What follows belongs to an exercise in optimizing a design on an open flow for small area, a short achievable clock period and few clock cycles per item; a production flow would make more cautious choices. In this exercise RTL edits were held to simulation tests only and were not proved equivalent to the original.

## EC_TOP
module EC_TOP(
    clk, rst_n, in_valid,
    in_Px, in_Py, in_Qx, in_Qy, in_prime, in_a,
    out_valid, out_Rx, out_Ry
);
For scale: ~1500 cells after synthesis, about 52 I/O pins, ~13000 sq um of cells after synthesis.
clock: 220.0 ns
lec_check: 0
abc_area: 1
cap_margin: 20
core_margin: 2
core_utilization: 50
cts_buf_list: sky130_fd_sc_hd__clkbuf_4 sky130_fd_sc_hd__clkbuf_8
slew_margin: 20
synth_hierarchical: 1
synth_memory_max_bits: 16384
standard.sh (not shown) runs the stock make flow with config.mk's settings and CLKGATE_MAP_FILE= SYNTH_SCRIPT=/design/flow/synth_recipe.tcl, a recipe that flattens the netlist after the stock synthesis.
==> flow/flow/run.sh <==
#!/bin/bash
# Own layout flow:
#  1. the standard synthesis (standard.sh synth), unchanged;
#  2. an area-oriented re-mapping (ABC amap) of the combinational standard
#     cells only: flip-flops, full/half adders and tie cells stay as they are,
#     so the registers keep their names and cell types;
#  3. the standard layout from floorplan to finish, with buf_1 port buffers.
# Each tool writes its full output to a log file in the work folder.
set -euo pipefail
W="$PWD"
RES="$W/orfs/results/$FLOW_PLATFORM/EC_TOP/base"
bash standard.sh synth > "$W/synth.log" 2>&1
cp "$RES/1_2_yosys.v" "$W/1_2_yosys_standard.v"
REMAP_IN="$W/1_2_yosys_standard.v" REMAP_OUT="$RES/1_2_yosys.v" \
  yosys -c flow/remap.tcl > "$W/remap.log" 2>&1
rm -f "$RES/1_synth.odb"
export BUFFER_PORTS_ARGS="-buffer_cell sky130_fd_sc_hd__buf_1"
bash standard.sh > "$W/layout.log" 2>&1
==> flow/flow/amap.abc <==
strash
dch
amap
topo
stime -c
==> flow/flow/remap.tcl <==
# Re-map the combinational cells of the standard synthesis for area.
# Flip-flops, full/half adders and tie cells are kept as they are.
yosys -import
set lib $::env(FLOW_HOME)/platforms/$::env(FLOW_PLATFORM)/lib/sky130_fd_sc_hd__tt_025C_1v80.lib
set top $::env(FLOW_TOP)
set flat $::env(PWD)/remap_flat.v
# 1. the other cells as their logic functions
read_liberty -ignore_miss_func $lib
read_verilog $::env(REMAP_IN)
hierarchy -check -top $top
blackbox sky130_fd_sc_hd__df* sky130_fd_sc_hd__fa_* sky130_fd_sc_hd__ha_* sky130_fd_sc_hd__conb_* {*}[expr {[info exists ::env(REMAP_KEEP)] ? $::env(REMAP_KEEP) : ""}]
flatten
opt_clean -purge
select $top
write_verilog -noattr -selected $flat
select -clear
design -reset
# 2. map that logic again
read_liberty -lib $lib
read_verilog $flat
hierarchy -check -top $top
techmap
opt -fast
set dont {}
foreach c {probe_p_8 probec_p_8 lpflow_*} { lappend dont -dont_use sky130_fd_sc_hd__$c }
abc -liberty $lib {*}$dont -script [file dirname [info script]]/amap.abc
opt_clean -purge
setundef -zero
hilomap -singleton -hicell sky130_fd_sc_hd__conb_1 HI -locell sky130_fd_sc_hd__conb_1 LO
insbuf -buf sky130_fd_sc_hd__buf_4 A X
opt_clean -purge
check -assert
tee -o $::env(PWD)/remap_stat.txt stat -liberty $lib
write_verilog -noattr -nohex -nodec $::env(REMAP_OUT)
The starting point passed the timing, design-rule and antenna checks.
Testbench counts at the start, summed over its fixed seeds: cycles 3,208, items 3,200.
Next try:
Settings changed: CAP_MARGIN 20 to 0, SLEW_MARGIN 20 to 0.
Flip-flop and latch count does not change.
Global-route usage is unchanged.
Cell area is unchanged.
Core utilization stays the same.
Synthesized cell count is unchanged.
Cell count does not change.
Via count hardly moves.
Die area stays the same.
Routed wire length stays flat.
Hold slack barely changes.
Next try:
Settings changed: CAP_MARGIN 0 to 20, CORE_UTILIZATION 50 to 60, GPL_TIMING_DRIVEN set to 0, SLEW_MARGIN 0 to 20.
Synthesized area does not change.
Clock-buffer cell count went up by 1.
Setup slack loses 940 ps.
Cell count is lower by 3.1%.
Global-route usage goes up by 4.1 points.
Non-clock buffer count decreases by 3.
Next try:
Settings changed: CORE_UTILIZATION 60 to 40, CTS_BUF_LIST sky130_fd_sc_hd__clkbuf_4 sky130_fd_sc_hd__clkbuf_8 to unset, GPL_TIMING_DRIVEN 0 to unset.
=>
- The new run passed the timing, design-rule and antenna checks
- first-iteration DRC count is lower by 11%
- final area is higher by 0.89%
- count of clock-buffer cells in the layout came out lower by 1
- die area rises by 49%
- synthesized area does not change

========
== 05-24 ==
EC_TOP, a different RTL version from the one above (not shown whole).
Size: about 1,900 cells after synthesis, roughly 0.014 mm² of cells after synthesis.
Settings: LEC_CHECK=0, ABC_AREA=1, CAP_MARGIN=20, CORE_MARGIN=2, CORE_UTILIZATION=50, CTS_BUF_LIST=sky130_fd_sc_hd__clkbuf_4 sky130_fd_sc_hd__clkbuf_8, SLEW_MARGIN=20, SYNTH_HIERARCHICAL=1; clock period 220.0 ns.
==> flow/flow/remap.tcl <==
# Re-map the combinational cells of the standard synthesis for area.
# Flip-flops, full/half adders and tie cells are kept as they are.
yosys -import
set lib $::env(FLOW_HOME)/platforms/$::env(FLOW_PLATFORM)/lib/sky130_fd_sc_hd__tt_025C_1v80.lib
set top $::env(FLOW_TOP)
set flat $::env(PWD)/remap_flat.v
# 1. the other cells as their logic functions
read_liberty -ignore_miss_func $lib
read_verilog $::env(REMAP_IN)
hierarchy -check -top $top
blackbox sky130_fd_sc_hd__df* sky130_fd_sc_hd__fa_* sky130_fd_sc_hd__ha_* sky130_fd_sc_hd__conb_*
flatten
opt_clean -purge
select $top
write_verilog -noattr -selected $flat
select -clear
design -reset
# 2. map that logic again
read_liberty -lib $lib
read_verilog $flat
hierarchy -check -top $top
techmap
opt -fast
set dont {}
foreach c {probe_p_8 probec_p_8 lpflow_*} { lappend dont -dont_use sky130_fd_sc_hd__$c }
abc -liberty $lib {*}$dont -script [file dirname [info script]]/amap.abc
opt_clean -purge
setundef -zero
hilomap -singleton -hicell sky130_fd_sc_hd__conb_1 HI -locell sky130_fd_sc_hd__conb_1 LO
insbuf -buf sky130_fd_sc_hd__buf_4 A X
opt_clean -purge
check -assert
tee -o $::env(PWD)/remap_stat.txt stat -liberty $lib
write_verilog -noattr -nohex -nodec $::env(REMAP_OUT)
Scripts as last shown in full above: flow/flow/run.sh, flow/flow/amap.abc
Testbench counts of 05-24, summed over its fixed seeds: cycles 3,208, items 3,200.
Here is what was changed in the inputs of 07-19 compared with 05-24.
Settings: a change of CORE_UTILIZATION from 50 to 40.
==> comparison <==
- Both conditions hold for 07-19: the flow ran to the end and the final layout passed the timing, design-rule and antenna checks.
- Taking 05-24 as the reference, in 07-19 placement-stage worst setup slack fell 470 ps, final routed wirelength across all metal layers rose 8.6%, met2 capacity usage during global routing fell 4.6 points.

[what the ideal ports hide]
How much do the figures lean on ideal ports? The routed layouts below were timed once more, with nothing changed but the port constraints.
Step 1 assumes that a clkbuf_16 drives the clock port and a buf_2 every other input.
Step 2 adds t to the input delays and takes it off the output delays; t is the mean of the earliest and latest rising clock arrival at the registers after step 1. Input paths then give back, and output paths get back, about the clock's delay inside the block.
Three values: ideal, step 1, step 2; two values: the first two.
| run | shift t [ns] | slack for setup (ns) | clock arrival spread, ns |
|---|---|---|---|
| the first run of note 1 | 0.322 | 137.149 / 137.117 / 137.439 | 0.017 / 0.017 |
| the second run of note 1 | 0.322 | 137.149 / 137.117 / 137.439 | 0.017 / 0.017 |
| the third run of note 1 | 0.321 | 136.208 / 136.176 / 136.497 | 0.007 / 0.008 |
| the fourth run of note 1 | 0.308 | 136.916 / 136.882 / 137.190 | 0.012 / 0.013 |
| 05-24 | 0.321 | 149.420 / 149.390 / 149.476 | 0.009 / 0.009 |
| 07-19 | 0.314 | 149.405 / 149.410 / 149.096 | 0.012 / 0.012 |
After both steps every run listed still meets setup and hold. The setup slack of 07-19, which loses most, moves by +0.005 ns with the drivers and by -0.309 ns with both steps.
